From an optimization exercise on the open Yosys and OpenROAD flow, aimed at small area, a short achievable clock period and few clock cycles; shortcuts taken in it are not production practice. Function was checked by simulation only, so behaviour that the tests miss may differ from the original. No activity file was given, so power comes from the tool's default toggle rates.

== run 4 ==
==> flow/design.v <==
module dmc_top (
    input         clk_i,
    input         rst_n_i,
    input         start_i,
    input         read_i,
    input         write_i,
    input  [31:0] address_i,
    input  [31:0] data_i,
    output [31:0] data_o,
    output        ready_o,
    output        mem_read_o,
    output        mem_write_o,
    output [31:0] mem_address_o,
    output [31:0] mem_data_o,
    input  [31:0] mem_data_i
);
reg [31:0]  store [0:15];      
reg [27:0]  tag   [0:3];
reg [3:0]   pres  [0:3];       
reg [3:0]   dirty;
reg        busy;               
reg        rdy;                
reg        mrd;                
reg [31:0] dreg;               
reg [31:0] wdat;               
reg        byp;                
reg        nbyp;               
reg        pw_v;
reg [3:0]  pw_a;               
reg        pw_mem;             
reg [27:0] vtag;               
reg [3:0]  ra_a;               
reg [3:0]  mm;                 
reg [3:0]  av;                 
reg [1:0]  wp;                 
reg [15:0] wsel;               
reg [31:0] mdo;                
reg        ord, owr;           
reg [1:0]  oj;                 
wire [1:0]  idx = address_i[3:2];
wire [1:0]  off = address_i[1:0];
wire [27:0] tg  = address_i[31:4];
wire        req = rdy && start_i && (read_i || write_i);
wire        rd  = read_i;
wire        wr  = !read_i;
wire [3:0]  match;
wire [15:0] asel;
wire [15:0] sel;
genvar g;
generate
    for (g = 0; g < 4; g = g + 1) begin : cmp
        assign match[g] = (tag[g] == tg);
    end
    for (g = 0; g < 16; g = g + 1) begin : dec
        assign asel[g] = address_i[3:0] == g;
        assign sel[g]  = (rdy && asel[g]) || wsel[g];
    end
endgenerate
wire [3:0]  pi      = pres[idx];
wire        valid   = |pi;
wire        thit    = valid && match[idx];
wire        dm      = valid && !match[idx] && dirty[idx];
wire        present = thit && pi[off];
wire [31:0] wbus = pw_mem ? mem_data_i : wdat;
reg  [31:0] rword;
integer k;
always @(*) begin
    rword = 32'd0;
    for (k = 0; k < 16; k = k + 1)
        rword = rword | ({32{sel[k]}} & store[k]);
end
wire        rfwd   = pw_v && (pw_a == address_i[3:0]);
wire        mfwd   = pw_v && (pw_a == {ra_a[3:2], wp});
wire [3:0]  mi     = ~pi;
wire [1:0]  mij    = mi[0] ? 2'd0 : mi[1] ? 2'd1 : mi[2] ? 2'd2 : 2'd3;
wire [1:0]  mmj    = mm[0] ? 2'd0 : mm[1] ? 2'd1 : mm[2] ? 2'd2 : 2'd3;
wire        wavail = av[wp] || (pw_v && pw_a[1:0] == wp);
wire        last   = owr && oj == 2'd3;
wire        issue_w = !last && mm == 4'd0 && wavail;
wire [1:0]  wp_n   = issue_w ? wp + 2'd1 : wp;
assign ready_o       = rdy;
assign data_o        = ({32{byp}} & mem_data_i) | ({32{nbyp}} & dreg);
assign mem_read_o    = mrd;
assign mem_write_o   = owr;
assign mem_address_o = ({32{rdy}} & address_i) | ({32{busy}} & {vtag, ra_a[3:2], oj});
assign mem_data_o    = mdo;
always @(posedge clk_i) begin
    if (pw_v)
        store[pw_a] <= wbus;
    if (req && rd)
        dreg <= rfwd ? wbus : rword;
    else if (byp)
        dreg <= mem_data_i;
    if (req && wr)
        wdat <= data_i;
    else if (busy && byp)
        wdat <= mem_data_i;
    mdo <= mfwd ? wbus : rword;
    byp  <= req && rd && !present;
    nbyp <= !(req && rd && !present);
    pw_v <= 1'b0;
    if (!busy) begin
        vtag <= tag[idx];
        ra_a <= address_i[3:0];
        av   <= pi;
        ord  <= mi != 4'd0;
        mrd  <= !(req && dm) || mi != 4'd0;
        owr  <= 1'b0;
        oj   <= mij;
        mm   <= mi & ~(4'd1 << mij);
        wp   <= 2'd0;
        wsel <= (req && dm) ? 16'd1 << {idx, 2'd0} : 16'd0;
    end
    if (req) begin
        tag[idx] <= tg;
        pw_a   <= address_i[3:0];
        pw_mem <= rd;
        if (dm) begin
            busy <= 1'b1;
            rdy  <= 1'b0;
        end else
            pw_v <= wr || !present;
        pres[idx]  <= (thit ? pi : 4'd0) | (4'd1 << off);
        dirty[idx] <= (thit && dirty[idx]) || wr;
    end
    if (busy) begin
        if (pw_v)
            av[pw_a[1:0]] <= 1'b1;
        if (ord) begin
            pw_v   <= 1'b1;
            pw_a   <= {ra_a[3:2], oj};
            pw_mem <= 1'b1;
        end
        wp   <= wp_n;
        wsel <= last ? 16'd0 : 16'd1 << {ra_a[3:2], wp_n};
        if (last) begin
            busy   <= 1'b0;
            rdy    <= 1'b1;
            mrd    <= 1'b1;
            ord    <= 1'b0;
            owr    <= 1'b0;
            pw_v   <= 1'b1;
            pw_a   <= ra_a;
            pw_mem <= 1'b0;
        end else if (mm != 4'd0) begin
            ord    <= 1'b1;
            mrd    <= 1'b1;
            owr    <= 1'b0;
            oj     <= mmj;
            mm     <= mm & ~(4'd1 << mmj);
        end else begin
            ord    <= 1'b0;
            mrd    <= 1'b0;
            owr    <= issue_w;
            oj     <= wp;
        end
    end
    if (!rst_n_i) begin
        busy <= 1'b0;
        rdy  <= 1'b1;
        mrd  <= 1'b1;
        byp  <= 1'b0;
        nbyp <= 1'b1;
        pw_v <= 1'b0;
        owr  <= 1'b0;
        wsel <= 16'd0;
        for (k = 0; k < 4; k = k + 1)
            pres[k] <= 4'd0;
    end
end
endmodule
Settings: LEC_CHECK=0, CAP_MARGIN=20, CORE_MARGIN=2, CORE_UTILIZATION=75, SETUP_SLACK_MARGIN=2.0, SLEW_MARGIN=20; clock period 5.0 ns.
run.sh (not shown) runs the stock make flow with config.mk's settings and CLKGATE_MAP_FILE= SYNTH_SCRIPT=/design/flow/synth_recipe.tcl, a recipe that flattens the netlist after the stock synthesis.
Run 4 finished every stage and its layout cleared the timing, DRC and antenna checks.
Testbench counts of run 4, summed over its fixed seeds: cycles 8,771.
Edits applied to the flow inputs when going from run 4 to run 3:
- changing SETUP_SLACK_MARGIN from 2.0 to 2.3
- changing CORE_UTILIZATION from 75 to 40
==> flow/flow/run.sh (new file) <==
#!/bin/bash
# The standard layout, with the ports buffered by plain buffers instead of the
# delay cells buffer_ports picks by default.
set -euo pipefail
export BUFFER_PORTS_ARGS="-buffer_cell sky130_fd_sc_hd__buf_4"
bash standard.sh > standard.log 2>&1
==> flow/standard.sh (new file) <==
#!/bin/bash
# synth_recipe.tcl (not shown) runs the flow's synth.tcl, then flattens the netlist and writes it again
# the make line also repeats each setting of config.mk as NAME=value (left out here)
make -C /OpenROAD-flow-scripts/flow DESIGN_CONFIG=/design/flow/config.mk WORK_HOME=/design/flow/orfs CLKGATE_MAP_FILE= SYNTH_SCRIPT=/design/flow/synth_recipe.tcl "${@:-finish}"
removed: flow/run.sh
==> summary.txt <==
Floorplan die area, run 4 and run 3: larger value in run 3. Number of cell rows: run 3 vs run 4 up 28. Looking at run 4 and run 3, the aggregate routed wire length is a wash. The estimated power of run 3 ends up higher than the estimate for run 4. Looking at topmost layer with routed signal wires, the met4 result is from run 3; the met5 one comes from run 4.

what the ideal ports hide:
The results above use ideal ports. As a check the final layouts listed here were re-extracted and re-timed, cells and wires unchanged.
Step 1 (the two cells are an assumption about what drives the block):
set clk [get_ports {clk_i}]
set_driving_cell -lib_cell sky130_fd_sc_hd__clkbuf_16 $clk
set_driving_cell -lib_cell sky130_fd_sc_hd__buf_2 [delete_from_list [all_inputs] $clk]
Step 2 times the ports against the registers' clock, not the clock port: input delays grow and output delays shrink by t, the midpoint of the rising clock arrivals with the driver on.
a / b / c = ideal / step 1 / step 2; a / b = the first two.
| run | t, ns | slack for setup (ns) | clock arrival spread, ns |
|---|---|---|---|
| run 4 | 0.666 | 1.812 / 1.840 / 1.174 | 0.028 / 0.028 |
| run 3 | 0.692 | 2.167 / 2.167 / 1.637 | 0.034 / 0.034 |
After both steps setup and hold are still met in every run listed. The setup slack of run 4, which loses most, moves by +0.028 ns with the drivers and by -0.638 ns with both steps.
